Source: an optimization exercise on an open RTL-to-GDS flow (aim: a short achievable clock period and few clock cycles). Production flows keep margins and buffers that such runs may drop.
The RTL was checked by simulation tests, not by an equivalence proof against the original design.

==> 03-18: inputs <==
Design CPU_pipelined_module, start of the top module:
module CPU_pipelined_module (
    input clk,
    input rst,
    output [31:0] pc,
    input [31:0] imem_data,
    output [31:0] data_pc,
    output data_wr_en,
    output [31:0] data_addr,
    output [3:0] data_wr_mask,
    output [31:0] data_wr_data,
    input [31:0] data_rd_data
);
==> module if_module, before the edit <==
module if_module #(
    parameter ENTRIES = 4     
)(
    input clk,
    input rst,
    input hold,                  
    input redirect,              
    input [31:0] redirect_pc,
    input d_redirect,            
    input [31:0] d_redirect_pc,
    input btb_we,                
    input [31:0] btb_wpc,
    input [31:0] btb_wtgt,
    output [31:0] pc,            
    output [31:0] pc_int,        
    output pred_taken,           
    output [31:0] pred_tgt       
);
    reg [31:0] curr_pc;
    reg [31:0] pc_n;
    wire [31:0] pc_i = ~pc_n;
    assign pc = curr_pc;
    assign pc_int = pc_i;
    reg [ENTRIES-1:0] valid;
    reg [29:0] tag [0:ENTRIES-1];
    reg [29:0] tgt [0:ENTRIES-1];
    reg [1:0] victim;
    reg hit;
    reg [29:0] hit_tgt;
    integer i;
    always @(*) begin
        hit = 1'b0;
        hit_tgt = 30'd0;
        for (i = 0; i < ENTRIES; i = i + 1) begin
            if (valid[i] && tag[i] == pc_i[31:2]) begin
                hit = 1'b1;
                hit_tgt = hit_tgt | tgt[i];
            end
        end
    end
    assign pred_taken = hit;
    assign pred_tgt = {hit_tgt, 2'b00};
    reg [31:0] next_pc;
    always @(*) begin
        if (rst)
            next_pc = 32'h40000000;
        else if (redirect)
            next_pc = redirect_pc;
        else if (hold)
            next_pc = pc_i;
        else if (d_redirect)
            next_pc = d_redirect_pc;
        else
            next_pc = hit ? {hit_tgt, 2'b00} : pc_i + 32'd4;
    end
    always @(posedge clk) begin
        curr_pc <= next_pc;
        pc_n <= ~next_pc;
    end
    reg        w_en;
    reg [29:0] w_tag, w_tgt;
    always @(posedge clk) begin
        if (rst)
            w_en <= 1'b0;
        else
            w_en <= btb_we;
        w_tag <= btb_wpc[31:2];
        w_tgt <= btb_wtgt[31:2];
    end
    always @(posedge clk) begin
        if (rst) begin
            valid <= 0;
            victim <= 0;
        end else if (w_en) begin
            valid[victim] <= 1'b1;
            victim <= victim + 1'b1;
        end
    end
    always @(posedge clk) begin
        if (w_en) begin
            tag[victim] <= w_tag;
            tgt[victim] <= w_tgt;
        end
    end
endmodule
export LEC_CHECK = 0
export ABC_CLOCK_PERIOD_IN_PS = 3500
export CAP_MARGIN = 20
export CORE_MARGIN = 2
export CORE_UTILIZATION = 40
export CTS_CLUSTER_DIAMETER = 100
export CTS_CLUSTER_SIZE = 20
export SETUP_SLACK_MARGIN = 5
export SLEW_MARGIN = 20
create_clock -name core_clock -period 13.5 [get_ports {clk}]
standard.sh (not shown) runs the stock make flow with config.mk's settings and CLKGATE_MAP_FILE= SYNTH_SCRIPT=/design/flow/synth_recipe.tcl, a recipe that flattens the netlist after the stock synthesis.
==> flow/flow/run.sh <==
#!/bin/bash
set -euo pipefail
bash standard.sh SETUP_SLACK_MARGIN=9.8 finish > flow_make.log 2>&1
==> 12-17 (differences from 03-18) <==
--- a/flow/design.v
+++ b/flow/design.v
@@ -1,25 +1,29 @@
 module alu_module (
     input [31:0] in_A, in_B,
-    input [7:0] alu_sel,
+    input [2:0] alu_sel,
     input variant_sel,
-    output [31:0] alu_out
+    output reg [31:0] alu_out
 );
     wire [31:0] sum = variant_sel ? in_A - in_B : in_A + in_B;
     wire lt  = $signed(in_A) < $signed(in_B);
     wire ltu = in_A < in_B;
     wire [31:0] shl = in_A << in_B[4:0];
     wire [31:0] shr = $signed({variant_sel & in_A[31], in_A}) >>> in_B[4:0];
-    assign alu_out = ({32{alu_sel[3'b000]}} & sum) |
-                     ({32{alu_sel[3'b001]}}     & shl) |
-                     {31'd0, alu_sel[3'b010]  & lt} |
-                     {31'd0, alu_sel[3'b011] & ltu} |
-                     ({32{alu_sel[3'b100]}}     & (in_A ^ in_B)) |
-                     ({32{alu_sel[3'b110]}}      & (in_A | in_B)) |
-                     ({32{alu_sel[3'b111]}}     & (in_A & in_B)) |
-                     ({32{alu_sel[3'b101]}} & shr);
+    always @(*) begin
+        case (alu_sel)
+        3'b000: alu_out = sum;
+        3'b001:     alu_out = shl;
+        3'b010:     alu_out = {31'd0, lt};
+        3'b011:    alu_out = {31'd0, ltu};
+        3'b100:     alu_out = in_A ^ in_B;
+        3'b110:      alu_out = in_A | in_B;
+        3'b111:     alu_out = in_A & in_B;
+        default:      alu_out = shr;
+        endcase
+    end
 endmodule
 module branch_comp(
     input [31:0] rs1,
     input [31:0] rs2,
     input [2:0] branch_sel,
     output reg branch_taken
@@ -80,23 +84,23 @@
     assign reg_write = lui | auipc | jal | jalr | load | opimm | opreg;
     assign is_load   = load;
     assign is_store  = store;
     assign is_branch = branch;
     assign is_jal    = jal;
     assign is_jalr   = jalr;
-    assign a_pc      = auipc | jal | jalr;
+    assign a_pc      = auipc;
     assign a_zero    = lui;
     assign b_imm     = !opreg;
     assign alu_f3    = (opimm | opreg) ? inst[14:12] : 3'b000;
     assign alu_alt   = inst[30] & (opreg | (opimm & inst[14:12] == 3'b101));
     wire [31:0] imm_i = {{21{inst[31]}}, inst[30:20]};
     wire [31:0] imm_s = {{21{inst[31]}}, inst[30:25], inst[11:7]};
     wire [31:0] imm_u = {inst[31:12], 12'd0};
     wire [31:0] imm_b = {{20{inst[31]}}, inst[7], inst[30:25], inst[11:8], 1'b0};
     wire [31:0] imm_j = {{12{inst[31]}}, inst[19:12], inst[20], inst[30:21], 1'b0};
-    assign alu_imm = (lui | auipc) ? imm_u : store ? imm_s : (jal | jalr) ? 32'd4 : imm_i;
+    assign alu_imm = (lui | auipc) ? imm_u : store ? imm_s : imm_i;
     assign tgt_imm = jal ? imm_j : jalr ? imm_i : imm_b;
 endmodule
 module reg_file (
     input clk,
     input we,
     input [4:0] ra1, ra2, wa,
@@ -150,55 +154,32 @@
     end
 endmodule
 module hazard_control (
     input [4:0] rs1, rs2,
     input uses_rs1, uses_rs2,
     input [31:0] rf_rs1, rf_rs2,
-    input a_pc, a_zero, b_imm,
-    input [31:0] pc, imm,
     input ex_we, ex_ld,
     input [4:0] ex_rd,
     input [31:0] ex_val,
     input m1_we, m1_ld,
     input [4:0] m1_rd,
     input [31:0] m1_val,
-    input m2_we, m2_ld,
+    input m2_we,
     input [4:0] m2_rd,
     input [31:0] m2_val,
-    input [31:0] m2_ld_val,
-    input w_we,
-    input [4:0] w_rd,
-    input [31:0] w_val,
-    output [31:0] rs1_val, rs2_val,    
-    output [31:0] a_val, b_val,        
+    output [31:0] rs1_val, rs2_val,
     output stall
 );
     wire e1 = ex_we && rs1 == ex_rd;
     wire e2 = ex_we && rs2 == ex_rd;
     wire a1 = m1_we && rs1 == m1_rd;
     wire a2 = m1_we && rs2 == m1_rd;
     wire b1 = m2_we && rs1 == m2_rd;
     wire b2 = m2_we && rs2 == m2_rd;
-    wire c1 = w_we && rs1 == w_rd;
-    wire c2 = w_we && rs2 == w_rd;
-    wire l1 = b1 && m2_ld && !e1 && !a1;
-    wire l2 = b2 && m2_ld && !e2 && !a2;
-    wire [31:0] r1 = a1 ? m1_val : b1 ? m2_val : c1 ? w_val : rf_rs1;
-    wire [31:0] r2 = a2 ? m1_val : b2 ? m2_val : c2 ? w_val : rf_rs2;
-    function [31:0] pick3;
-        input s_ex, s_ld;
-        input [31:0] v_ex, v_ld, v_other;
-        pick3 = ({32{s_ex}} & v_ex) | ({32{s_ld}} & v_ld) | ({32{!s_ex && !s_ld}} & v_other);
-    endfunction
-    assign rs1_val = pick3(e1, l1, ex_val, m2_ld_val, r1);
-    assign rs2_val = pick3(e2, l2, ex_val, m2_ld_val, r2);
-    wire a_reg = !a_pc && !a_zero;
-    wire [31:0] a_early = a_pc ? pc : a_zero ? 32'd0 : r1;
-    wire [31:0] b_early = b_imm ? imm : r2;
-    assign a_val = pick3(a_reg && e1, a_reg && l1, ex_val, m2_ld_val, a_early);
-    assign b_val = pick3(!b_imm && e2, !b_imm && l2, ex_val, m2_ld_val, b_early);
+    assign rs1_val = e1 ? ex_val : a1 ? m1_val : b1 ? m2_val : rf_rs1;
+    assign rs2_val = e2 ? ex_val : a2 ? m1_val : b2 ? m2_val : rf_rs2;
     assign stall = (uses_rs1 && ((e1 && ex_ld) || (a1 && m1_ld))) ||
                    (uses_rs2 && ((e2 && ex_ld) || (a2 && m1_ld)));
 endmodule
 module if_module #(
     parameter ENTRIES = 4     
 )(
@@ -209,57 +190,48 @@
     input [31:0] redirect_pc,
     input d_redirect,            
     input [31:0] d_redirect_pc,
     input btb_we,                
     input [31:0] btb_wpc,
     input [31:0] btb_wtgt,
-    output [31:0] pc,            
-    output [31:0] pc_int,        
+    output [31:0] pc,
     output pred_taken,           
     output [31:0] pred_tgt       
 );
     reg [31:0] curr_pc;
-    reg [31:0] pc_n;
-    wire [31:0] pc_i = ~pc_n;
     assign pc = curr_pc;
-    assign pc_int = pc_i;
     reg [ENTRIES-1:0] valid;
     reg [29:0] tag [0:ENTRIES-1];
     reg [29:0] tgt [0:ENTRIES-1];
     reg [1:0] victim;
     reg hit;
     reg [29:0] hit_tgt;
     integer i;
     always @(*) begin
         hit = 1'b0;
         hit_tgt = 30'd0;
         for (i = 0; i < ENTRIES; i = i + 1) begin
-            if (valid[i] && tag[i] == pc_i[31:2]) begin
+            if (valid[i] && tag[i] == curr_pc[31:2]) begin
                 hit = 1'b1;
                 hit_tgt = hit_tgt | tgt[i];
             end
         end
     end
     assign pred_taken = hit;
     assign pred_tgt = {hit_tgt, 2'b00};
-    reg [31:0] next_pc;
-    always @(*) begin
+    always @(posedge clk) begin
         if (rst)
-            next_pc = 32'h40000000;
+            curr_pc <= 32'h40000000;
         else if (redirect)
-            next_pc = redirect_pc;
+            curr_pc <= redirect_pc;
         else if (hold)
-            next_pc = pc_i;
+            curr_pc <= curr_pc;
         else if (d_redirect)
-            next_pc = d_redirect_pc;
+            curr_pc <= d_redirect_pc;
         else
-            next_pc = hit ? {hit_tgt, 2'b00} : pc_i + 32'd4;
-    end
-    always @(posedge clk) begin
-        curr_pc <= next_pc;
-        pc_n <= ~next_pc;
+            curr_pc <= hit ? {hit_tgt, 2'b00} : curr_pc + 32'd4;
     end
     reg        w_en;
     reg [29:0] w_tag, w_tgt;
     always @(posedge clk) begin
         if (rst)
             w_en <= 1'b0;
@@ -289,35 +261,37 @@
     input [31:0] pc4,
     input [31:0] rs1_val,
     input [31:0] rs2_val,
     input [31:0] alu_imm,
     input [31:0] tgt_imm,
     input [31:0] tgt,           
-    input [31:0] alu_a, alu_b,   
-    input [7:0] alu_sel,        
+    input a_pc, a_zero, b_imm,
+    input [2:0] alu_f3,
     input alu_alt,
     input [2:0] f3,
     input is_branch, is_jal, is_jalr,
     input btb_hit,              
     input [31:0] btb_tgt,
     input d_jump,               
     output [31:0] result,       
     output [31:0] addr,         
     output mispredict,          
     output [31:0] next_pc,      
     output learn                
 );
+    wire [31:0] alu_a = a_pc ? pc : a_zero ? 32'd0 : rs1_val;
+    wire [31:0] alu_b = b_imm ? alu_imm : rs2_val;
     wire [31:0] alu_out;
     alu_module alu (
         .in_A(alu_a),
         .in_B(alu_b),
-        .alu_sel(alu_sel),
+        .alu_sel(alu_f3),
         .variant_sel(alu_alt),
         .alu_out(alu_out)
     );
-    assign result = alu_out;    
+    assign result = (is_jal || is_jalr) ? pc4 : alu_out;
     assign addr = rs1_val + alu_imm;
     wire cond;
     branch_comp bc (
         .rs1(rs1_val),
         .rs2(rs2_val),
         .branch_sel(f3),
@@ -397,26 +371,24 @@
     wire d_redirect;     
     wire [31:0] d_tgt;
     wire learn;
     wire pred_taken;
     wire [31:0] pred_tgt;
     reg [31:0] e_pc;
-    wire [31:0] f1_pc;   
     if_module ifetch (
         .clk(clk),
         .rst(rst),
         .hold(stall),
         .redirect(redirect),
         .redirect_pc(redirect_pc),
         .d_redirect(d_redirect),
         .d_redirect_pc(d_tgt),
         .btb_we(learn),
         .btb_wpc(e_pc),
         .btb_wtgt(redirect_pc),
         .pc(pc),
-        .pc_int(f1_pc),
         .pred_taken(pred_taken),
         .pred_tgt(pred_tgt)
     );
     reg        f2_valid;
     reg [31:0] f2_pc;
     reg        f2_pred;
@@ -448,62 +420,51 @@
     reg [4:0]  m2_rd;
     reg [31:0] m2_res;
     reg [2:0]  m2_f3;
     reg [1:0]  m2_off;
     wire [31:0] ld_data;
     wire [31:0] wb_val = m2_ld ? ld_data : m2_res;
-    reg        w_we;
-    reg [4:0]  w_rd;
-    reg [31:0] w_val;
     wire [31:0] rf_rs1, rf_rs2;
     reg_file rf (
         .clk(clk),
-        .we(w_we),
-        .ra1(rs1), .ra2(rs2), .wa(w_rd),
-        .wd(w_val),
+        .we(m2_we),
+        .ra1(rs1), .ra2(rs2), .wa(m2_rd),
+        .wd(wb_val),
         .rd1(rf_rs1), .rd2(rf_rs2)
     );
     reg        e_valid;
     reg [31:0] e_pc4, e_rs1v, e_rs2v, e_aimm, e_timm, e_tgt, e_ptgt;
     reg [4:0]  e_rd;
-    reg        e_we, e_ld, e_st, e_br, e_jal, e_jalr, e_alt;
-    reg [31:0] e_a, e_b;
+    reg        e_we, e_ld, e_st, e_br, e_jal, e_jalr, e_apc, e_azero, e_bimm, e_alt;
     reg        e_btbhit, e_djump;
-    reg [2:0]  e_f3;
-    reg [7:0]  e_alusel;     
+    reg [2:0]  e_aluf3, e_f3;
     wire [31:0] ex_result;
     reg        m1_we, m1_ld;
     reg [4:0]  m1_rd;
     reg [31:0] m1_res;
     reg [2:0]  m1_f3;
     reg [1:0]  m1_off;
-    wire [31:0] rs1_val, rs2_val, a_val, b_val;
+    wire [31:0] rs1_val, rs2_val;
     wire haz;
     hazard_control haz_ctrl (
         .rs1(rs1), .rs2(rs2),
         .uses_rs1(uses_rs1), .uses_rs2(uses_rs2),
         .rf_rs1(rf_rs1), .rf_rs2(rf_rs2),
         .ex_we(e_we), .ex_ld(e_ld), .ex_rd(e_rd), .ex_val(ex_result),
         .m1_we(m1_we), .m1_ld(m1_ld), .m1_rd(m1_rd), .m1_val(m1_res),
-        .m2_we(m2_we), .m2_ld(m2_ld), .m2_rd(m2_rd), .m2_val(m2_res), .m2_ld_val(ld_data),
-        .w_we(w_we), .w_rd(w_rd), .w_val(w_val),
-        .a_pc(a_pc), .a_zero(a_zero), .b_imm(b_imm),
-        .pc(d_pc), .imm(alu_imm),
+        .m2_we(m2_we), .m2_rd(m2_rd), .m2_val(wb_val),
         .rs1_val(rs1_val), .rs2_val(rs2_val),
-        .a_val(a_val), .b_val(b_val),
         .stall(haz)
     );
     assign stall = d_valid && haz;
     wire go = d_valid && !stall && !redirect;    
     wire d_jump = !d_pred && (is_jal || (is_branch && d_ir[31]));
-    wire [31:0] d_tgt_j = d_pc + {{12{d_ir[31]}}, d_ir[19:12], d_ir[20], d_ir[30:21], 1'b0};
-    wire [31:0] d_tgt_b = d_pc + {{20{d_ir[31]}}, d_ir[7], d_ir[30:25], d_ir[11:8], 1'b0};
-    assign d_tgt = is_jal ? d_tgt_j : d_tgt_b;
+    assign d_tgt = d_pc + tgt_imm;
     assign d_redirect = go && d_jump;
     always @(posedge clk) begin
-        f2_pc <= f1_pc;
+        f2_pc <= pc;
         f2_pred <= pred_taken;
         f2_ptgt <= pred_tgt;
         if (rst) begin
             f2_valid <= 1'b0;
             stall_q <= 1'b0;
             s_valid <= 1'b0;
@@ -563,26 +524,27 @@
         e_rs2v <= rs2_val;
         e_aimm <= alu_imm;
         e_timm <= tgt_imm;
         e_tgt <= d_tgt;
         e_ptgt <= d_ptgt;
         e_rd <= rd;
-        e_a <= a_val;
-        e_b <= b_val;
-        e_alusel <= 8'd1 << alu_f3;
+        e_apc <= a_pc;
+        e_azero <= a_zero;
+        e_bimm <= b_imm;
+        e_aluf3 <= alu_f3;
         e_alt <= alu_alt;
         e_f3 <= f3;
     end
     wire [31:0] ex_addr;
     wire mispredict;
     dex_module dex (
         .pc(e_pc), .pc4(e_pc4),
         .rs1_val(e_rs1v), .rs2_val(e_rs2v),
         .alu_imm(e_aimm), .tgt_imm(e_timm), .tgt(e_tgt),
-        .alu_a(e_a), .alu_b(e_b),
-        .alu_sel(e_alusel), .alu_alt(e_alt), .f3(e_f3),
+        .a_pc(e_apc), .a_zero(e_azero), .b_imm(e_bimm),
+        .alu_f3(e_aluf3), .alu_alt(e_alt), .f3(e_f3),
         .is_branch(e_br), .is_jal(e_jal), .is_jalr(e_jalr),
         .btb_hit(e_btbhit), .btb_tgt(e_ptgt), .d_jump(e_djump),
         .result(ex_result),
         .addr(ex_addr),
         .mispredict(mispredict),
         .next_pc(redirect_pc),
@@ -610,26 +572,22 @@
     always @(posedge clk) begin
         if (rst) begin
             m1_we <= 1'b0;
             m1_ld <= 1'b0;
             m2_we <= 1'b0;
             m2_ld <= 1'b0;
-            w_we <= 1'b0;
         end else begin
             m1_we <= e_we;
             m1_ld <= e_ld;
             m2_we <= m1_we;
             m2_ld <= m1_ld;
-            w_we <= m2_we;
         end
         m1_rd <= e_rd;
         m1_res <= ex_result;
         m1_f3 <= e_f3;
         m1_off <= ex_addr[1:0];
         m2_rd <= m1_rd;
         m2_res <= m1_res;
         m2_f3 <= m1_f3;
         m2_off <= m1_off;
-        w_rd <= m2_rd;
-        w_val <= wb_val;
     end
 endmodule
==> flow/flow/run.sh (replaced) <==
#!/bin/bash
set -euo pipefail
bash standard.sh SETUP_SLACK_MARGIN=9.5 finish > flow_make.log 2>&1
Settings changed: CORE_UTILIZATION 40 to 30, CTS_CLUSTER_DIAMETER 100 to not set, CTS_CLUSTER_SIZE 20 to not set.
==> 10-03 (differences from 03-18) <==
--- a/flow/design.v
+++ b/flow/design.v
@@ -262,14 +262,16 @@
     reg [29:0] w_tag, w_tgt;
     always @(posedge clk) begin
         if (rst)
             w_en <= 1'b0;
         else
             w_en <= btb_we;
-        w_tag <= btb_wpc[31:2];
-        w_tgt <= btb_wtgt[31:2];
+        if (btb_we) begin
+            w_tag <= btb_wpc[31:2];
+            w_tgt <= btb_wtgt[31:2];
+        end
     end
     always @(posedge clk) begin
         if (rst) begin
             valid <= 0;
             victim <= 0;
         end else if (w_en) begin
==> comparison table <==
                                                            12-17                        03-18                        10-03
Run status                                         finished clean               finished clean               finished clean
Final std cell area, no fill                           117000 um2                   117000 um2                   117000 um2
End point of the critical path                 m1_res[28]$_DFF_P_                  data_pc[17]              data_wr_data[4]
Total stage count of the critical path                         18                            1                            1
Resized Gates After CTS                                      1187                         1319                         1255
Cell variety after synth                                      101                           96                          105
Sequential standard cell area                           54000 um2                    56800 um2                    57900 um2
Met2 wire length                                        168000 um                    163000 um                    160000 um
Vias in the first global route                              66.4k                        66.4k                        65.8k
Timing-limited maximum frequency                          240 MHz                      247 MHz                      250 MHz
Layout clock buffers                                          273                          179                          173
Measured slew at the worst slew-check pin                 1.23 ns                      1.27 ns                      1.18 ns
Critical setup path kind                   flip-flop to flip-flop  flip-flop to primary output  flip-flop to primary output
Testbench counts of 03-18, summed over its fixed seeds: cycles 127,278.
Testbench counts of 12-17, summed over its fixed seeds: cycles 127,278.
Testbench counts of 10-03, summed over its fixed seeds: cycles 127,278.

-- separate check: timing with driven ports --
No port has a modelled driver above. Below, the same layouts with a new extraction and two added sets of constraints.
Step 1 assumes that a clkbuf_16 drives the clock port and a buf_2 every other input.
Step 2 also shifts input and output timing later by t, the mid clock arrival at the registers, as if the neighbouring blocks saw the same clock.
Three values: no drivers, after step 1, after step 2; two values: the first two.
run	t (ns)	setup slack, ns	worst hold slack (ns)	slew at the worst register clock pin (ns)	cell pins on the clock port's net
03-18	0.899	9.453 / 9.360 / 8.878	0.278 / 0.278 / 0.278	0.09 / 0.09	1
12-17	0.972	9.332 / 9.238 / 8.451	0.330 / 0.330 / 0.330	0.09 / 0.09	1
10-03	0.919	9.507 / 9.416 / 8.870	0.329 / 0.329 / 0.329	0.09 / 0.09	1
After both steps setup and hold are still met in every run listed. For 12-17, which loses most, drivers alone change the setup slack by -0.094 ns; drivers and shift together by -0.881 ns.
